From an optimization exercise on the open Yosys and OpenROAD flow, aimed at small area; shortcuts taken in it are not production practice.
The RTL of this run was laid out without a check of its function.
No activity file was given, so power comes from the tool's default toggle rates.

===== design/flow/run.sh =====
#!/bin/bash
# synth_recipe.tcl (not shown) runs the flow's synth.tcl, then flattens the netlist and writes it again
# the make line also repeats each setting of config.mk as NAME=value (left out here)
make -C /OpenROAD-flow-scripts/flow DESIGN_CONFIG=/design/flow/config.mk WORK_HOME=/design/flow/orfs CLKGATE_MAP_FILE= SYNTH_SCRIPT=/design/flow/synth_recipe.tcl finish

===== design/flow/constraint.sdc =====
create_clock -name core_clock -period 10.0 [get_ports {clk}]
set_input_delay 2.0000 -clock core_clock [delete_from_list [all_inputs] [get_ports {clk}]]
set_output_delay 2.0000 -clock core_clock [all_outputs]
set_load 0.01 [all_outputs]

===== design/flow/design.v =====
module top(y, x, c0, c1, c2, clk, rst);
input clk;
input rst;
input [7:0] x;
input [7:0] c0;
input [7:0] c1;
input [7:0] c2;
output [15:0] y;
reg [7:0] xd;
reg [7:0] c0d;
reg [15:0] s2q;
wire [7:0] xg = x & {8{~rst}};
wire [7:0] xdg = xd & {8{~rst}};
wire [15:0] s2n;
wire p1;
wire p2;
wire p3;
wire p4;
wire p5;
wire p6;
wire p7;
wire p8;
wire p9;
wire p10;
wire p11;
wire p12;
wire p13;
wire p14;
wire p15;
wire p16;
wire p17;
wire p18;
wire p19;
wire p20;
wire p21;
wire p22;
wire p23;
wire p24;
wire p25;
wire p26;
wire p27;
wire p28;
wire p29;
wire p30;
wire p31;
wire p32;
wire p33;
wire p34;
wire p35;
wire p36;
wire p37;
wire p38;
wire p39;
wire p40;
wire p41;
wire p42;
wire p43;
wire p44;
wire p45;
wire p46;
wire p47;
wire p48;
wire p49;
wire p50;
wire p51;
wire p52;
wire p53;
wire p54;
wire p55;
wire p56;
wire p57;
wire p58;
wire p59;
wire p60;
wire p61;
wire p62;
wire p63;
wire p64;
wire p65;
wire p66;
wire p67;
wire p68;
wire p69;
wire p70;
wire p71;
wire p72;
wire p73;
wire p74;
wire p75;
wire p76;
wire p77;
wire p78;
wire p79;
wire p80;
wire p81;
wire p82;
wire p83;
wire p84;
wire p85;
wire p86;
wire p87;
wire p88;
wire p89;
wire p90;
wire p91;
wire p92;
wire p93;
wire p94;
wire p95;
wire p96;
wire p97;
wire p98;
wire p99;
wire p100;
wire p101;
wire p102;
wire p103;
wire p104;
wire p105;
wire p106;
wire p107;
wire p108;
wire p109;
wire p110;
wire p111;
wire p112;
wire p113;
wire p114;
wire p115;
wire p116;
wire p117;
wire p118;
wire p119;
wire p120;
wire p121;
wire p122;
wire p123;
wire p124;
wire p125;
wire p126;
wire p127;
wire p128;
wire n129;
wire n130;
wire s131;
wire c132;
wire s133;
wire c134;
wire n135;
wire s136;
wire c137;
wire s138;
wire c139;
wire s140;
wire c141;
wire s142;
wire c143;
wire n144;
wire n145;
wire s146;
wire c147;
wire s148;
wire c149;
wire s150;
wire c151;
wire s152;
wire c153;
wire s154;
wire c155;
wire s156;
wire c157;
wire n158;
wire s159;
wire c160;
wire s161;
wire c162;
wire s163;
wire c164;
wire s165;
wire c166;
wire s167;
wire c168;
wire s169;
wire c170;
wire s171;
wire c172;
wire s173;
wire c174;
wire n175;
wire s176;
wire c177;
wire s178;
wire c179;
wire s180;
wire c181;
wire s182;
wire c183;
wire s184;
wire c185;
wire s186;
wire c187;
wire s188;
wire c189;
wire s190;
wire c191;
wire s192;
wire c193;
wire s194;
wire c195;
wire n196;
wire s197;
wire c198;
wire s199;
wire c200;
wire s201;
wire c202;
wire s203;
wire c204;
wire s205;
wire c206;
wire s207;
wire c208;
wire s209;
wire c210;
wire s211;
wire c212;
wire s213;
wire c214;
wire s215;
wire c216;
wire s217;
wire c218;
wire s219;
wire c220;
wire n221;
wire s222;
wire c223;
wire s224;
wire c225;
wire s226;
wire c227;
wire s228;
wire c229;
wire s230;
wire c231;
wire s232;
wire c233;
wire s234;
wire c235;
wire s236;
wire c237;
wire s238;
wire c239;
wire s240;
wire c241;
wire s242;
wire c243;
wire s244;
wire c245;
wire s246;
wire c247;
wire s248;
wire c249;
wire n250;
wire s251;
wire c252;
wire s253;
wire c254;
wire s255;
wire c256;
wire s257;
wire c258;
wire s259;
wire c260;
wire s261;
wire c262;
wire s263;
wire c264;
wire s265;
wire c266;
wire s267;
wire c268;
wire s269;
wire c270;
wire s271;
wire c272;
wire s273;
wire c274;
wire s275;
wire c276;
wire s277;
wire c278;
wire n279;
wire s280;
wire c281;
wire s282;
wire c283;
wire s284;
wire c285;
wire s286;
wire c287;
wire s288;
wire c289;
wire s290;
wire c291;
wire s292;
wire c293;
wire s294;
wire c295;
wire s296;
wire c297;
wire s298;
wire c299;
wire s300;
wire c301;
wire s302;
wire c303;
wire s304;
wire c305;
wire s306;
wire c307;
wire s308;
wire c309;
wire s310;
wire c311;
wire s312;
wire c313;
wire s314;
wire c315;
wire s316;
wire c317;
wire s318;
wire c319;
wire s320;
wire c321;
wire s322;
wire c323;
wire s324;
wire c325;
wire s326;
wire c327;
wire s328;
wire c329;
wire s330;
wire c331;
wire s332;
wire c333;
wire s334;
wire c335;
wire s336;
wire c337;
wire s338;
wire c339;
wire s340;
wire c341;
wire s342;
wire c343;
wire s344;
wire c345;
wire s346;
wire c347;
wire s348;
wire c349;
wire s350;
wire c351;
wire s352;
wire c353;
wire s354;
wire c355;
wire s356;
wire c357;
wire s358;
wire c359;
wire s360;
wire c361;
wire s362;
wire c363;
wire s364;
wire c365;
wire s366;
wire c367;
wire s368;
wire c369;
wire s370;
wire c371;
wire s372;
wire c373;
wire s374;
wire c375;
wire s376;
wire c377;
wire x378;
wire x379;
wire p380;
wire p381;
wire p382;
wire p383;
wire p384;
wire p385;
wire p386;
wire p387;
wire p388;
wire p389;
wire p390;
wire p391;
wire p392;
wire p393;
wire p394;
wire p395;
wire p396;
wire p397;
wire p398;
wire p399;
wire p400;
wire p401;
wire p402;
wire p403;
wire p404;
wire p405;
wire p406;
wire p407;
wire p408;
wire p409;
wire p410;
wire p411;
wire p412;
wire p413;
wire p414;
wire p415;
wire p416;
wire p417;
wire p418;
wire p419;
wire p420;
wire p421;
wire p422;
wire p423;
wire p424;
wire p425;
wire p426;
wire p427;
wire p428;
wire p429;
wire p430;
wire p431;
wire p432;
wire p433;
wire p434;
wire p435;
wire p436;
wire p437;
wire p438;
wire p439;
wire p440;
wire p441;
wire p442;
wire p443;
wire s444;
wire c445;
wire n446;
wire s447;
wire c448;
wire s449;
wire c450;
wire s451;
wire c452;
wire s453;
wire c454;
wire s455;
wire c456;
wire s457;
wire c458;
wire s459;
wire c460;
wire s461;
wire c462;
wire s463;
wire c464;
wire s465;
wire c466;
wire s467;
wire c468;
wire s469;
wire c470;
wire s471;
wire c472;
wire s473;
wire c474;
wire s475;
wire c476;
wire s477;
wire c478;
wire s479;
wire c480;
wire s481;
wire c482;
wire s483;
wire c484;
wire s485;
wire c486;
wire s487;
wire c488;
wire s489;
wire c490;
wire s491;
wire c492;
wire s493;
wire c494;
wire s495;
wire c496;
wire s497;
wire c498;
wire s499;
wire c500;
wire s501;
wire c502;
wire s503;
wire c504;
wire s505;
wire c506;
wire s507;
wire c508;
wire s509;
wire c510;
wire s511;
wire c512;
wire s513;
wire c514;
wire s515;
wire c516;
wire s517;
wire c518;
wire s519;
wire c520;
wire s521;
wire c522;
wire s523;
wire c524;
wire s525;
wire c526;
wire n527;
wire s528;
wire c529;
wire s530;
wire c531;
wire s532;
wire c533;
wire s534;
wire c535;
wire s536;
wire c537;
wire s538;
wire c539;
wire s540;
wire c541;
wire s542;
wire c543;
wire n544;
wire s545;
wire c546;
wire s547;
wire c548;
wire s549;
wire c550;
wire n551;
wire s552;
wire c553;
wire s554;
wire c555;
wire s556;
wire c557;
wire s558;
wire c559;
wire s560;
wire c561;
wire s562;
wire c563;
wire s564;
wire c565;
wire s566;
wire c567;
wire n568;
wire s569;
wire c570;
wire s571;
wire c572;
wire s573;
wire c574;
wire n575;
wire s576;
wire c577;
wire s578;
wire c579;
wire s580;
wire c581;
wire n582;
wire s583;
wire c584;
wire s585;
wire c586;
wire s587;
wire c588;
wire n589;
wire s590;
wire c591;
wire s592;
wire c593;
wire x594;
wire x595;
wire [5:0] t596;
wire y597;
wire y598;
wire y599;
wire y600;
wire y601;
wire y602;
assign p1 = ~(xdg[0] & c0d[0]);
assign p2 = ~(xdg[0] & c0d[1]);
assign p3 = ~(xdg[0] & c0d[2]);
assign p4 = ~(xdg[0] & c0d[3]);
assign p5 = ~(xdg[0] & c0d[4]);
assign p6 = ~(xdg[0] & c0d[5]);
assign p7 = ~(xdg[0] & c0d[6]);
assign p8 = xdg[0] & c0d[7];
assign p9 = ~(xdg[1] & c0d[0]);
assign p10 = ~(xdg[1] & c0d[1]);
assign p11 = ~(xdg[1] & c0d[2]);
assign p12 = ~(xdg[1] & c0d[3]);
assign p13 = ~(xdg[1] & c0d[4]);
assign p14 = ~(xdg[1] & c0d[5]);
assign p15 = ~(xdg[1] & c0d[6]);
assign p16 = xdg[1] & c0d[7];
assign p17 = ~(xdg[2] & c0d[0]);
assign p18 = ~(xdg[2] & c0d[1]);
assign p19 = ~(xdg[2] & c0d[2]);
assign p20 = ~(xdg[2] & c0d[3]);
assign p21 = ~(xdg[2] & c0d[4]);
assign p22 = ~(xdg[2] & c0d[5]);
assign p23 = ~(xdg[2] & c0d[6]);
assign p24 = xdg[2] & c0d[7];
assign p25 = ~(xdg[3] & c0d[0]);
assign p26 = ~(xdg[3] & c0d[1]);
assign p27 = ~(xdg[3] & c0d[2]);
assign p28 = ~(xdg[3] & c0d[3]);
assign p29 = ~(xdg[3] & c0d[4]);
assign p30 = ~(xdg[3] & c0d[5]);
assign p31 = ~(xdg[3] & c0d[6]);
assign p32 = xdg[3] & c0d[7];
assign p33 = ~(xdg[4] & c0d[0]);
assign p34 = ~(xdg[4] & c0d[1]);
assign p35 = ~(xdg[4] & c0d[2]);
assign p36 = ~(xdg[4] & c0d[3]);
assign p37 = ~(xdg[4] & c0d[4]);
assign p38 = ~(xdg[4] & c0d[5]);
assign p39 = ~(xdg[4] & c0d[6]);
assign p40 = xdg[4] & c0d[7];
assign p41 = ~(xdg[5] & c0d[0]);
assign p42 = ~(xdg[5] & c0d[1]);
assign p43 = ~(xdg[5] & c0d[2]);
assign p44 = ~(xdg[5] & c0d[3]);
assign p45 = ~(xdg[5] & c0d[4]);
assign p46 = ~(xdg[5] & c0d[5]);
assign p47 = ~(xdg[5] & c0d[6]);
assign p48 = xdg[5] & c0d[7];
assign p49 = ~(xdg[6] & c0d[0]);
assign p50 = ~(xdg[6] & c0d[1]);
assign p51 = ~(xdg[6] & c0d[2]);
assign p52 = ~(xdg[6] & c0d[3]);
assign p53 = ~(xdg[6] & c0d[4]);
assign p54 = ~(xdg[6] & c0d[5]);
assign p55 = ~(xdg[6] & c0d[6]);
assign p56 = xdg[6] & c0d[7];
assign p57 = xdg[7] & c0d[0];
assign p58 = xdg[7] & c0d[1];
assign p59 = xdg[7] & c0d[2];
assign p60 = xdg[7] & c0d[3];
assign p61 = xdg[7] & c0d[4];
assign p62 = xdg[7] & c0d[5];
assign p63 = xdg[7] & c0d[6];
assign p64 = ~(xdg[7] & c0d[7]);
assign p65 = ~(xg[0] & c1[0]);
assign p66 = ~(xg[0] & c1[1]);
assign p67 = ~(xg[0] & c1[2]);
assign p68 = ~(xg[0] & c1[3]);
assign p69 = ~(xg[0] & c1[4]);
assign p70 = ~(xg[0] & c1[5]);
assign p71 = ~(xg[0] & c1[6]);
assign p72 = xg[0] & c1[7];
assign p73 = ~(xg[1] & c1[0]);
assign p74 = ~(xg[1] & c1[1]);
assign p75 = ~(xg[1] & c1[2]);
assign p76 = ~(xg[1] & c1[3]);
assign p77 = ~(xg[1] & c1[4]);
assign p78 = ~(xg[1] & c1[5]);
assign p79 = ~(xg[1] & c1[6]);
assign p80 = xg[1] & c1[7];
assign p81 = ~(xg[2] & c1[0]);
assign p82 = ~(xg[2] & c1[1]);
assign p83 = ~(xg[2] & c1[2]);
assign p84 = ~(xg[2] & c1[3]);
assign p85 = ~(xg[2] & c1[4]);
assign p86 = ~(xg[2] & c1[5]);
assign p87 = ~(xg[2] & c1[6]);
assign p88 = xg[2] & c1[7];
assign p89 = ~(xg[3] & c1[0]);
assign p90 = ~(xg[3] & c1[1]);
assign p91 = ~(xg[3] & c1[2]);
assign p92 = ~(xg[3] & c1[3]);
assign p93 = ~(xg[3] & c1[4]);
assign p94 = ~(xg[3] & c1[5]);
assign p95 = ~(xg[3] & c1[6]);
assign p96 = xg[3] & c1[7];
assign p97 = ~(xg[4] & c1[0]);
assign p98 = ~(xg[4] & c1[1]);
assign p99 = ~(xg[4] & c1[2]);
assign p100 = ~(xg[4] & c1[3]);
assign p101 = ~(xg[4] & c1[4]);
assign p102 = ~(xg[4] & c1[5]);
assign p103 = ~(xg[4] & c1[6]);
assign p104 = xg[4] & c1[7];
assign p105 = ~(xg[5] & c1[0]);
assign p106 = ~(xg[5] & c1[1]);
assign p107 = ~(xg[5] & c1[2]);
assign p108 = ~(xg[5] & c1[3]);
assign p109 = ~(xg[5] & c1[4]);
assign p110 = ~(xg[5] & c1[5]);
assign p111 = ~(xg[5] & c1[6]);
assign p112 = xg[5] & c1[7];
assign p113 = ~(xg[6] & c1[0]);
assign p114 = ~(xg[6] & c1[1]);
assign p115 = ~(xg[6] & c1[2]);
assign p116 = ~(xg[6] & c1[3]);
assign p117 = ~(xg[6] & c1[4]);
assign p118 = ~(xg[6] & c1[5]);
assign p119 = ~(xg[6] & c1[6]);
assign p120 = xg[6] & c1[7];
assign p121 = xg[7] & c1[0];
assign p122 = xg[7] & c1[1];
assign p123 = xg[7] & c1[2];
assign p124 = xg[7] & c1[3];
assign p125 = xg[7] & c1[4];
assign p126 = xg[7] & c1[5];
assign p127 = xg[7] & c1[6];
assign p128 = ~(xg[7] & c1[7]);
assign n129 = ~p1;
assign n130 = ~p65;
ha_cell u132 (.a(n129), .b(n130), .s(s131), .co(c132));
fa_cell u134 (.a(p2), .b(p9), .c(p66), .s(s133), .co(c134));
assign n135 = ~c132;
fa_cell u137 (.a(p73), .b(n135), .c(s133), .s(s136), .co(c137));
fa_cell u139 (.a(p3), .b(p10), .c(p17), .s(s138), .co(c139));
fa_cell u141 (.a(p67), .b(p74), .c(p81), .s(s140), .co(c141));
fa_cell u143 (.a(c134), .b(s138), .c(s140), .s(s142), .co(c143));
assign n144 = ~c137;
assign n145 = ~s142;
ha_cell u147 (.a(n144), .b(n145), .s(s146), .co(c147));
fa_cell u149 (.a(p4), .b(p11), .c(p18), .s(s148), .co(c149));
fa_cell u151 (.a(p25), .b(p68), .c(p75), .s(s150), .co(c151));
fa_cell u153 (.a(p82), .b(p89), .c(c139), .s(s152), .co(c153));
fa_cell u155 (.a(c141), .b(s148), .c(s150), .s(s154), .co(c155));
fa_cell u157 (.a(s152), .b(c143), .c(s154), .s(s156), .co(c157));
assign n158 = ~s156;
ha_cell u160 (.a(c147), .b(n158), .s(s159), .co(c160));
fa_cell u162 (.a(p5), .b(p12), .c(p19), .s(s161), .co(c162));
fa_cell u164 (.a(p26), .b(p33), .c(p69), .s(s163), .co(c164));
fa_cell u166 (.a(p76), .b(p83), .c(p90), .s(s165), .co(c166));
fa_cell u168 (.a(p97), .b(c149), .c(c151), .s(s167), .co(c168));
fa_cell u170 (.a(s161), .b(s163), .c(s165), .s(s169), .co(c170));
fa_cell u172 (.a(c153), .b(s167), .c(c155), .s(s171), .co(c172));
fa_cell u174 (.a(s169), .b(c157), .c(s171), .s(s173), .co(c174));
assign n175 = ~s173;
ha_cell u177 (.a(c160), .b(n175), .s(s176), .co(c177));
fa_cell u179 (.a(p6), .b(p13), .c(p20), .s(s178), .co(c179));
fa_cell u181 (.a(p27), .b(p34), .c(p41), .s(s180), .co(c181));
fa_cell u183 (.a(p70), .b(p77), .c(p84), .s(s182), .co(c183));
fa_cell u185 (.a(p91), .b(p98), .c(p105), .s(s184), .co(c185));
fa_cell u187 (.a(c162), .b(c164), .c(c166), .s(s186), .co(c187));
fa_cell u189 (.a(s178), .b(s180), .c(s182), .s(s188), .co(c189));
fa_cell u191 (.a(s184), .b(c168), .c(s186), .s(s190), .co(c191));
fa_cell u193 (.a(c170), .b(s188), .c(c172), .s(s192), .co(c193));
fa_cell u195 (.a(s190), .b(c174), .c(s192), .s(s194), .co(c195));
assign n196 = ~s194;
ha_cell u198 (.a(c177), .b(n196), .s(s197), .co(c198));
fa_cell u200 (.a(p7), .b(p14), .c(p21), .s(s199), .co(c200));
fa_cell u202 (.a(p28), .b(p35), .c(p42), .s(s201), .co(c202));
fa_cell u204 (.a(p49), .b(p71), .c(p78), .s(s203), .co(c204));
fa_cell u206 (.a(p85), .b(p92), .c(p99), .s(s205), .co(c206));
fa_cell u208 (.a(p106), .b(p113), .c(c179), .s(s207), .co(c208));
fa_cell u210 (.a(c181), .b(c183), .c(c185), .s(s209), .co(c210));
fa_cell u212 (.a(s199), .b(s201), .c(s203), .s(s211), .co(c212));
fa_cell u214 (.a(s205), .b(c187), .c(s207), .s(s213), .co(c214));
fa_cell u216 (.a(s209), .b(c189), .c(s211), .s(s215), .co(c216));
fa_cell u218 (.a(c191), .b(s213), .c(s215), .s(s217), .co(c218));
fa_cell u220 (.a(c193), .b(s217), .c(c195), .s(s219), .co(c220));
assign n221 = ~s219;
ha_cell u223 (.a(c198), .b(n221), .s(s222), .co(c223));
fa_cell u225 (.a(p8), .b(p15), .c(p22), .s(s224), .co(c225));
fa_cell u227 (.a(p29), .b(p36), .c(p43), .s(s226), .co(c227));
fa_cell u229 (.a(p50), .b(p57), .c(p72), .s(s228), .co(c229));
fa_cell u231 (.a(p79), .b(p86), .c(p93), .s(s230), .co(c231));
fa_cell u233 (.a(p100), .b(p107), .c(p114), .s(s232), .co(c233));
fa_cell u235 (.a(p121), .b(c200), .c(c202), .s(s234), .co(c235));
fa_cell u237 (.a(c204), .b(c206), .c(s224), .s(s236), .co(c237));
fa_cell u239 (.a(s226), .b(s228), .c(s230), .s(s238), .co(c239));
fa_cell u241 (.a(s232), .b(c208), .c(c210), .s(s240), .co(c241));
fa_cell u243 (.a(s234), .b(c212), .c(s236), .s(s242), .co(c243));
fa_cell u245 (.a(s238), .b(c214), .c(s240), .s(s244), .co(c245));
fa_cell u247 (.a(c216), .b(s242), .c(s244), .s(s246), .co(c247));
fa_cell u249 (.a(c218), .b(s246), .c(c220), .s(s248), .co(c249));
assign n250 = ~s248;
ha_cell u252 (.a(c223), .b(n250), .s(s251), .co(c252));
ha_cell u254 (.a(p16), .b(p23), .s(s253), .co(c254));
fa_cell u256 (.a(p30), .b(p37), .c(p44), .s(s255), .co(c256));
fa_cell u258 (.a(p51), .b(p58), .c(p80), .s(s257), .co(c258));
fa_cell u260 (.a(p87), .b(p94), .c(p101), .s(s259), .co(c260));
fa_cell u262 (.a(p108), .b(p115), .c(p122), .s(s261), .co(c262));
fa_cell u264 (.a(s253), .b(c225), .c(c227), .s(s263), .co(c264));
fa_cell u266 (.a(c229), .b(c231), .c(c233), .s(s265), .co(c266));
fa_cell u268 (.a(s255), .b(s257), .c(s259), .s(s267), .co(c268));
fa_cell u270 (.a(s261), .b(c235), .c(c237), .s(s269), .co(c270));
fa_cell u272 (.a(s263), .b(s265), .c(c239), .s(s271), .co(c272));
fa_cell u274 (.a(s267), .b(c241), .c(c243), .s(s273), .co(c274));
fa_cell u276 (.a(s269), .b(s271), .c(c245), .s(s275), .co(c276));
fa_cell u278 (.a(s273), .b(c247), .c(s275), .s(s277), .co(c278));
assign n279 = ~c252;
fa_cell u281 (.a(s277), .b(c249), .c(n279), .s(s280), .co(c281));
ha_cell u283 (.a(p24), .b(p31), .s(s282), .co(c283));
fa_cell u285 (.a(p38), .b(p45), .c(p52), .s(s284), .co(c285));
fa_cell u287 (.a(p59), .b(p88), .c(p95), .s(s286), .co(c287));
fa_cell u289 (.a(p102), .b(p109), .c(p116), .s(s288), .co(c289));
fa_cell u291 (.a(p123), .b(c254), .c(s282), .s(s290), .co(c291));
fa_cell u293 (.a(c256), .b(c258), .c(c260), .s(s292), .co(c293));
fa_cell u295 (.a(c262), .b(s284), .c(s286), .s(s294), .co(c295));
fa_cell u297 (.a(s288), .b(s290), .c(c264), .s(s296), .co(c297));
fa_cell u299 (.a(c266), .b(s292), .c(c268), .s(s298), .co(c299));
fa_cell u301 (.a(s294), .b(c270), .c(s296), .s(s300), .co(c301));
fa_cell u303 (.a(c272), .b(s298), .c(c274), .s(s302), .co(c303));
fa_cell u305 (.a(s300), .b(c276), .c(s302), .s(s304), .co(c305));
fa_cell u307 (.a(c278), .b(s304), .c(c281), .s(s306), .co(c307));
fa_cell u309 (.a(p32), .b(p39), .c(p46), .s(s308), .co(c309));
fa_cell u311 (.a(p53), .b(p60), .c(p96), .s(s310), .co(c311));
fa_cell u313 (.a(p103), .b(p110), .c(p117), .s(s312), .co(c313));
fa_cell u315 (.a(p124), .b(c283), .c(c285), .s(s314), .co(c315));
fa_cell u317 (.a(c287), .b(c289), .c(s308), .s(s316), .co(c317));
fa_cell u319 (.a(s310), .b(s312), .c(c291), .s(s318), .co(c319));
fa_cell u321 (.a(c293), .b(s314), .c(c295), .s(s320), .co(c321));
fa_cell u323 (.a(s316), .b(s318), .c(c297), .s(s322), .co(c323));
fa_cell u325 (.a(c299), .b(s320), .c(s322), .s(s324), .co(c325));
fa_cell u327 (.a(c301), .b(c303), .c(s324), .s(s326), .co(c327));
fa_cell u329 (.a(c305), .b(s326), .c(c307), .s(s328), .co(c329));
fa_cell u331 (.a(p40), .b(p47), .c(p54), .s(s330), .co(c331));
fa_cell u333 (.a(p61), .b(p104), .c(p111), .s(s332), .co(c333));
fa_cell u335 (.a(p118), .b(p125), .c(c309), .s(s334), .co(c335));
fa_cell u337 (.a(c311), .b(c313), .c(s330), .s(s336), .co(c337));
fa_cell u339 (.a(s332), .b(c315), .c(c317), .s(s338), .co(c339));
fa_cell u341 (.a(s334), .b(s336), .c(c319), .s(s340), .co(c341));
fa_cell u343 (.a(c321), .b(s338), .c(s340), .s(s342), .co(c343));
fa_cell u345 (.a(c323), .b(s342), .c(c325), .s(s344), .co(c345));
fa_cell u347 (.a(c327), .b(s344), .c(c329), .s(s346), .co(c347));
fa_cell u349 (.a(p48), .b(p55), .c(p62), .s(s348), .co(c349));
fa_cell u351 (.a(p112), .b(p119), .c(p126), .s(s350), .co(c351));
fa_cell u353 (.a(c331), .b(c333), .c(s348), .s(s352), .co(c353));
fa_cell u355 (.a(s350), .b(c335), .c(c337), .s(s354), .co(c355));
fa_cell u357 (.a(s352), .b(c339), .c(s354), .s(s356), .co(c357));
fa_cell u359 (.a(c341), .b(s356), .c(c343), .s(s358), .co(c359));
fa_cell u361 (.a(s358), .b(c345), .c(c347), .s(s360), .co(c361));
fa_cell u363 (.a(p56), .b(p63), .c(p120), .s(s362), .co(c363));
fa_cell u365 (.a(p127), .b(c349), .c(c351), .s(s364), .co(c365));
fa_cell u367 (.a(s362), .b(c353), .c(s364), .s(s366), .co(c367));
fa_cell u369 (.a(c355), .b(s366), .c(c357), .s(s368), .co(c369));
fa_cell u371 (.a(s368), .b(c359), .c(c361), .s(s370), .co(c371));
fa_cell u373 (.a(p64), .b(p128), .c(c363), .s(s372), .co(c373));
fa_cell u375 (.a(c365), .b(s372), .c(c367), .s(s374), .co(c375));
fa_cell u377 (.a(s374), .b(c369), .c(c371), .s(s376), .co(c377));
assign x378 = c373 ^ c375;
assign x379 = x378 ^ c377;
assign p380 = x[0] & c2[0];
assign p381 = x[0] & c2[1];
assign p382 = x[0] & c2[2];
assign p383 = x[0] & c2[3];
assign p384 = x[0] & c2[4];
assign p385 = x[0] & c2[5];
assign p386 = x[0] & c2[6];
assign p387 = ~(x[0] & c2[7]);
assign p388 = x[1] & c2[0];
assign p389 = x[1] & c2[1];
assign p390 = x[1] & c2[2];
assign p391 = x[1] & c2[3];
assign p392 = x[1] & c2[4];
assign p393 = x[1] & c2[5];
assign p394 = x[1] & c2[6];
assign p395 = ~(x[1] & c2[7]);
assign p396 = x[2] & c2[0];
assign p397 = x[2] & c2[1];
assign p398 = x[2] & c2[2];
assign p399 = x[2] & c2[3];
assign p400 = x[2] & c2[4];
assign p401 = x[2] & c2[5];
assign p402 = x[2] & c2[6];
assign p403 = ~(x[2] & c2[7]);
assign p404 = x[3] & c2[0];
assign p405 = x[3] & c2[1];
assign p406 = x[3] & c2[2];
assign p407 = x[3] & c2[3];
assign p408 = x[3] & c2[4];
assign p409 = x[3] & c2[5];
assign p410 = x[3] & c2[6];
assign p411 = ~(x[3] & c2[7]);
assign p412 = x[4] & c2[0];
assign p413 = x[4] & c2[1];
assign p414 = x[4] & c2[2];
assign p415 = x[4] & c2[3];
assign p416 = x[4] & c2[4];
assign p417 = x[4] & c2[5];
assign p418 = x[4] & c2[6];
assign p419 = ~(x[4] & c2[7]);
assign p420 = x[5] & c2[0];
assign p421 = x[5] & c2[1];
assign p422 = x[5] & c2[2];
assign p423 = x[5] & c2[3];
assign p424 = x[5] & c2[4];
assign p425 = x[5] & c2[5];
assign p426 = x[5] & c2[6];
assign p427 = ~(x[5] & c2[7]);
assign p428 = x[6] & c2[0];
assign p429 = x[6] & c2[1];
assign p430 = x[6] & c2[2];
assign p431 = x[6] & c2[3];
assign p432 = x[6] & c2[4];
assign p433 = x[6] & c2[5];
assign p434 = x[6] & c2[6];
assign p435 = ~(x[6] & c2[7]);
assign p436 = ~(x[7] & c2[0]);
assign p437 = ~(x[7] & c2[1]);
assign p438 = ~(x[7] & c2[2]);
assign p439 = ~(x[7] & c2[3]);
assign p440 = ~(x[7] & c2[4]);
assign p441 = ~(x[7] & c2[5]);
assign p442 = ~(x[7] & c2[6]);
assign p443 = x[7] & c2[7];
ha_cell u445 (.a(s2q[0]), .b(p380), .s(s444), .co(c445));
assign n446 = ~s2q[1];
fa_cell u448 (.a(n446), .b(p381), .c(p388), .s(s447), .co(c448));
ha_cell u450 (.a(c445), .b(s447), .s(s449), .co(c450));
fa_cell u452 (.a(s2q[2]), .b(p382), .c(p389), .s(s451), .co(c452));
fa_cell u454 (.a(p396), .b(c448), .c(s451), .s(s453), .co(c454));
ha_cell u456 (.a(c450), .b(s453), .s(s455), .co(c456));
fa_cell u458 (.a(s2q[3]), .b(p383), .c(p390), .s(s457), .co(c458));
fa_cell u460 (.a(p397), .b(p404), .c(c452), .s(s459), .co(c460));
fa_cell u462 (.a(s457), .b(c454), .c(s459), .s(s461), .co(c462));
ha_cell u464 (.a(c456), .b(s461), .s(s463), .co(c464));
fa_cell u466 (.a(s2q[4]), .b(p384), .c(p391), .s(s465), .co(c466));
fa_cell u468 (.a(p398), .b(p405), .c(p412), .s(s467), .co(c468));
fa_cell u470 (.a(c458), .b(s465), .c(s467), .s(s469), .co(c470));
fa_cell u472 (.a(c460), .b(s469), .c(c462), .s(s471), .co(c472));
ha_cell u474 (.a(c464), .b(s471), .s(s473), .co(c474));
fa_cell u476 (.a(s2q[5]), .b(p385), .c(p392), .s(s475), .co(c476));
fa_cell u478 (.a(p399), .b(p406), .c(p413), .s(s477), .co(c478));
fa_cell u480 (.a(p420), .b(c466), .c(c468), .s(s479), .co(c480));
fa_cell u482 (.a(s475), .b(s477), .c(s479), .s(s481), .co(c482));
fa_cell u484 (.a(c470), .b(s481), .c(c472), .s(s483), .co(c484));
ha_cell u486 (.a(c474), .b(s483), .s(s485), .co(c486));
fa_cell u488 (.a(s2q[6]), .b(p386), .c(p393), .s(s487), .co(c488));
fa_cell u490 (.a(p400), .b(p407), .c(p414), .s(s489), .co(c490));
fa_cell u492 (.a(p421), .b(p428), .c(c476), .s(s491), .co(c492));
fa_cell u494 (.a(c478), .b(s487), .c(s489), .s(s493), .co(c494));
fa_cell u496 (.a(c480), .b(s491), .c(s493), .s(s495), .co(c496));
fa_cell u498 (.a(c482), .b(s495), .c(c484), .s(s497), .co(c498));
ha_cell u500 (.a(c486), .b(s497), .s(s499), .co(c500));
fa_cell u502 (.a(s2q[7]), .b(p387), .c(p394), .s(s501), .co(c502));
fa_cell u504 (.a(p401), .b(p408), .c(p415), .s(s503), .co(c504));
fa_cell u506 (.a(p422), .b(p429), .c(p436), .s(s505), .co(c506));
fa_cell u508 (.a(c488), .b(c490), .c(s501), .s(s507), .co(c508));
fa_cell u510 (.a(s503), .b(s505), .c(c492), .s(s509), .co(c510));
fa_cell u512 (.a(c494), .b(s507), .c(s509), .s(s511), .co(c512));
fa_cell u514 (.a(c496), .b(s511), .c(c498), .s(s513), .co(c514));
ha_cell u516 (.a(c500), .b(s513), .s(s515), .co(c516));
fa_cell u518 (.a(p395), .b(p402), .c(p409), .s(s517), .co(c518));
fa_cell u520 (.a(p416), .b(p423), .c(p430), .s(s519), .co(c520));
fa_cell u522 (.a(p437), .b(c502), .c(c504), .s(s521), .co(c522));
fa_cell u524 (.a(c506), .b(s517), .c(s519), .s(s523), .co(c524));
fa_cell u526 (.a(c508), .b(s521), .c(s523), .s(s525), .co(c526));
assign n527 = ~s2q[8];
fa_cell u529 (.a(n527), .b(c510), .c(s525), .s(s528), .co(c529));
fa_cell u531 (.a(c512), .b(s528), .c(c514), .s(s530), .co(c531));
ha_cell u533 (.a(c516), .b(s530), .s(s532), .co(c533));
fa_cell u535 (.a(p403), .b(p410), .c(p417), .s(s534), .co(c535));
fa_cell u537 (.a(p424), .b(p431), .c(p438), .s(s536), .co(c537));
fa_cell u539 (.a(c518), .b(c520), .c(s534), .s(s538), .co(c539));
fa_cell u541 (.a(s536), .b(c522), .c(c524), .s(s540), .co(c541));
fa_cell u543 (.a(s538), .b(c526), .c(s540), .s(s542), .co(c543));
assign n544 = ~s2q[9];
fa_cell u546 (.a(n544), .b(c529), .c(s542), .s(s545), .co(c546));
fa_cell u548 (.a(s545), .b(c531), .c(c533), .s(s547), .co(c548));
fa_cell u550 (.a(p411), .b(p418), .c(p425), .s(s549), .co(c550));
assign n551 = ~s2q[10];
fa_cell u553 (.a(n551), .b(p432), .c(p439), .s(s552), .co(c553));
fa_cell u555 (.a(c535), .b(c537), .c(s549), .s(s554), .co(c555));
fa_cell u557 (.a(s552), .b(c539), .c(s554), .s(s556), .co(c557));
fa_cell u559 (.a(c541), .b(s556), .c(c543), .s(s558), .co(c559));
ha_cell u561 (.a(c546), .b(s558), .s(s560), .co(c561));
fa_cell u563 (.a(p419), .b(p426), .c(p433), .s(s562), .co(c563));
fa_cell u565 (.a(p440), .b(c550), .c(c553), .s(s564), .co(c565));
fa_cell u567 (.a(s562), .b(c555), .c(s564), .s(s566), .co(c567));
assign n568 = ~s2q[11];
fa_cell u570 (.a(n568), .b(c557), .c(s566), .s(s569), .co(c570));
fa_cell u572 (.a(s569), .b(c559), .c(c561), .s(s571), .co(c572));
fa_cell u574 (.a(p427), .b(p434), .c(p441), .s(s573), .co(c574));
assign n575 = ~s2q[12];
fa_cell u577 (.a(n575), .b(c563), .c(s573), .s(s576), .co(c577));
fa_cell u579 (.a(c565), .b(s576), .c(c567), .s(s578), .co(c579));
fa_cell u581 (.a(s578), .b(c570), .c(c572), .s(s580), .co(c581));
assign n582 = ~s2q[13];
fa_cell u584 (.a(n582), .b(p435), .c(p442), .s(s583), .co(c584));
fa_cell u586 (.a(c574), .b(s583), .c(c577), .s(s585), .co(c586));
fa_cell u588 (.a(s585), .b(c579), .c(c581), .s(s587), .co(c588));
assign n589 = ~s2q[14];
fa_cell u591 (.a(n589), .b(p443), .c(c584), .s(s590), .co(c591));
fa_cell u593 (.a(s590), .b(c586), .c(c588), .s(s592), .co(c593));
assign x594 = s2q[15] ^ c591;
assign x595 = x594 ^ c593;
inc_and6 u596 (.a({s592, s587, s580, s571, s560, c548}), .t(t596));
assign y597 = s560 ^ t596[0];
assign y598 = s571 ^ t596[1];
assign y599 = s580 ^ t596[2];
assign y600 = s587 ^ t596[3];
assign y601 = s592 ^ t596[4];
assign y602 = x595 ^ t596[5];
assign y[0] = s444;
assign s2n[0] = s131;
assign y[1] = s449;
assign s2n[1] = s136;
assign y[2] = s455;
assign s2n[2] = s146;
assign y[3] = s463;
assign s2n[3] = s159;
assign y[4] = s473;
assign s2n[4] = s176;
assign y[5] = s485;
assign s2n[5] = s197;
assign y[6] = s499;
assign s2n[6] = s222;
assign y[7] = s515;
assign s2n[7] = s251;
assign y[8] = s532;
assign s2n[8] = s280;
assign y[9] = s547;
assign s2n[9] = s306;
assign y[10] = y597;
assign s2n[10] = s328;
assign y[11] = y598;
assign s2n[11] = s346;
assign y[12] = y599;
assign s2n[12] = s360;
assign y[13] = y600;
assign s2n[13] = s370;
assign y[14] = y601;
assign s2n[14] = s376;
assign y[15] = y602;
assign s2n[15] = x379;
always @(posedge clk) begin
  xd <= xg;
  c0d <= c0;
  s2q <= s2n;
end
endmodule
module fa_cell(input a, input b, input c, output s, output co);
assign s = a ^ b ^ c;
assign co = (a & b) | (a & c) | (b & c);
endmodule
module ha_cell(input a, input b, output s, output co);
assign s = a ^ b;
assign co = a & b;
endmodule
module inc_and6(input [5:0] a, output [5:0] t);
genvar i;
assign t[0] = a[0];
generate for (i = 1; i < 6; i = i + 1) begin : g
  assign t[i] = &a[i:0];
end endgenerate
endmodule

===== design/flow/config.mk =====
export PLATFORM = sky130hd
export DESIGN_NAME = top
export DESIGN_NICKNAME = top
export VERILOG_FILES = /design/flow/design.v
export SDC_FILE = /design/flow/constraint.sdc
export NUM_CORES = 4
export LEC_CHECK = 0
export CAP_MARGIN = 20
export CORE_MARGIN = 2
export CORE_UTILIZATION = 40
export SLEW_MARGIN = 20
export SYNTH_HIERARCHICAL = 1
export SYNTH_MINIMUM_KEEP_SIZE = 0

==> run notes <==
-- state kept, by name, indices dropped and copies added (netlist names) --
name and count:
s2q 16, xd 8, c0d 8
-- worst paths after layout --
path / slack (ns) / start / to
hold / removal: 0.59 / c0d[0]$_DFF_P_ / s2q[0]$_DFF_P_
setup reg to reg: 2.86 / xd[3]$_DFF_P_ / s2q[15]$_DFF_P_
hold reg to reg: 0.59 / c0d[0]$_DFF_P_ / s2q[0]$_DFF_P_
setup / recovery: 0.22 / x[1] / y[13]
-- metal layers --
metal	track usage	up-vias	share of wire
met4	0.0358	0	0.010
met3	0.0366	9	0.060
met2	0.297	90	0.52
met1	0.224	1920	0.41
met5	0	-	0
li1	-	1591	-
-- kinds of logic after synthesis --
kind of cell | Yosys count | synth area share
AND/OR/NAND/NOR | 218 | 0.187
adder cells (fa/ha/maj) | 190 | 0.634
buffers and inverters | 58 | 0.0531
flip-flops | 32 | 0.111
XOR/XNOR | 10 | 0.0152
-- Yosys stat by module, one instance, submodules excluded --
module    cells inside  cell area, sq um  flops+latches
inc_and6             9              51.3              0
ha_cell              1              12.5              0
top                309              2070             32
fa_cell              1              20.0              0
-- cells in the mapped netlist --
cell type / count / area share
nor2b_2: 2 / 0.0030
xor2_1: 6 / 0.0091
nand2_1: 113 / 0.073
fa_1: 171 / 0.59
nand3_1: 2 / 0.0017
and2_4: 1 / 0.0015
inv_1: 17 / 0.011
clkbuf_2: 1 / 0.00087
ha_1: 19 / 0.041
clkbuf_1: 2 / 0.0013
xnor2_1: 4 / 0.0061
buf_1: 12 / 0.0078
buf_4: 17 / 0.022
and3_1: 1 / 0.0011
and2_1: 80 / 0.087
buf_2: 7 / 0.0061
dfxtp_1: 32 / 0.11
nor2_1: 2 / 0.0013
nor2b_1: 16 / 0.017
buf_6: 2 / 0.0039
and3_2: 1 / 0.0013
-- metrics by stage --
stage          std cells  setup TNS, ns  instance area, sq um
2_1_floorplan        508              0                  5780
3_3_place_gp         729       -0.00599                  6500
3_5_place_dp         729        -0.0544                  6500
4_1_cts              737              0                  6640
5_1_grt              737              0                  6650
6_report             737              0                  6650
-- where the power goes --
part / internal (mW) / total, mW / switching, mW / leakage, nW
Clock: 0.0980 / 0.155 / 0.0567 / 0.0766
Sequential: 0.169 / 0.186 / 0.0168 / 0.269
Combinational: 0.843 / 1.55 / 0.703 / 2.19
-- worst max-delay path, stage by stage --
cell and delay [ns]:
clkdlybuf4s50_1 0.54, buf_4 0.16, and2_1 0.14, fa_1 0.43, fa_1 0.41, fa_1 0.42
fa_1 0.40, fa_1 0.42, fa_1 0.39, fa_1 0.39, fa_1 0.44, ha_1 0.20
fa_2 0.38, and2_4 0.18, and3_1 0.18, xor2_1 0.15, clkdlybuf4s50_1 0.55
-- final cells by class --
type                            instances  area, sq um  area share
Multi-Input combinational cell        418         4830       0.727
Timing Repair Buffer                   82          741       0.111
Sequential cell                        32          641      0.0963
Tap cell                              180          225      0.0339
Clock buffer                            6          139      0.0209
Inverter                               17         63.8     0.00959
Clock inverter                          2         10.0     0.00150
-- cell usage in the layout, fill, tap and decap left out, types with 5 or more instances in the layout --
cell type	synthesis	final
inv_1	17	17
dfxtp_1	32	32
buf_4	17	33
ha_1	19	19
xor2_1	6	6
fa_1	171	170
nand2_1	113	113
nor2b_1	16	16
clkbuf_16	0	5
clkdlybuf4s50_1	0	39
dlygate4sd2_1	0	6
and2_1	80	80
==> flow_summary.toml <==
[floorplanning]
boundaryPins = 50
die-area_sq_um = 15400
die_h_um = 124
start_util = 0.413
chipWidth_um = 124
core-area_sq_um = 14000
row_count = 43

[global_route]
gr-usage-all-layers = 0.172
grt_pass1_vias = 4024
grt_first_pass_wirelength_um = 19700
antenna_found_initial = 0
grt_start_max_net_pins = 11
grt-ovfl-total = 0

[synthesis]
syn-num-nets = 732
seq_area_frac_synth = 0.111
avgSynthCellArea_sq_um = 11.4
synth_seq_cells = 32
yosys_warnings = 7
synth_cell_types = 21
synth_area_sq_um = 5780
syn_inst = 508

[cells_and_area]
syn2layout_area_growth_pct = 15.1
fin_util = 0.476
nets = 780
fillers = 1316
diodes = 0
drive_gt1_frac = 0.0826

[worst_hold_path]
worstHoldPathCells = 2
worstHoldPathType = "reg -> reg"

[cts]
cts_root_buffer = "clkbuf_16"
cts_tree = "done"
cts_buffers = 5
clk_pin_slew_worst_paths_ns = 0.05
cts_resized = 6
postCtsSetupBuffers = 0
clkLatencyLatePin_ns = 0.28
cts.sinks = 32
cts_buffer_depth = 2
h-tree-depth = 2
hold_buffers = 0

[timing]
slew_headroom = 0.690
worst_pin_slew_ns = 0.465
finalCritPeriodShare = 0.978
min_period_ns = 9.78
fmax_ghz = 0.102
hold_viol = 0
hold_slack_ns = 0.586
final.setup_skew_ns = 0.00780
grt_setup_unrepaired = "no"
setup_ws_ns = 0.222
final_max_slew_viol_count = 0
setup_violations = 0

[place]
gp_congestion = 0.871
pre_cts_slack_ns = -0.0544
io_buffers = 49
hpwl_um = 10700

[power_and_ir_drop]
vdd_ir_drop_max_mv = 0.238
powerDensity_nw_per_um2 = 284
total_power_mw = 1.89
p_leak_nw = 2.54

[route]
viasPerCell = 4.90
drt_iter0_markers = 190
drc = 0
wl_per_cell_um = 16.2
ant_nets = 0
vias = 3610
wirelength_um = 12000
drt_pass1_iterations = 6

[critical_path]
critPathLaunchType = "primary input"
r2r_cells = 20
worstPathRequired_ns = 8.00
path_class = "in -> out"
cp_max_fo = 6
cp.arrival_ns = 7.78
crit_path_end_kind = "output port"

[status]
status = "no timing/DRC/antenna violations"

[job]
maxCapViolCount = 0

==> static timing again, ports no longer ideal <==
The flow's constraints put no driver on any port. The routed layout listed below was extracted and timed again, unchanged, in two steps. Step 1: set_driving_cell puts a clkbuf_16 on clk and a buf_2 on each other input, an assumption about the parent block. Step 2 times the ports against the registers' clock, not the clock port: input delays grow and output delays shrink by t, the midpoint of the rising clock arrivals with the driver on. Slacks: ideal ports / drivers / drivers and shift; pairs: ideal ports / drivers.
shift t [ns]: 0.317
setup WS [ns]: 0.222 / 0.190 / 0.190
worst setup path after step 2: input to output
After both steps setup and hold are still met in this run. For this run, drivers alone change the setup slack by -0.032 ns; drivers and shift together by -0.032 ns.
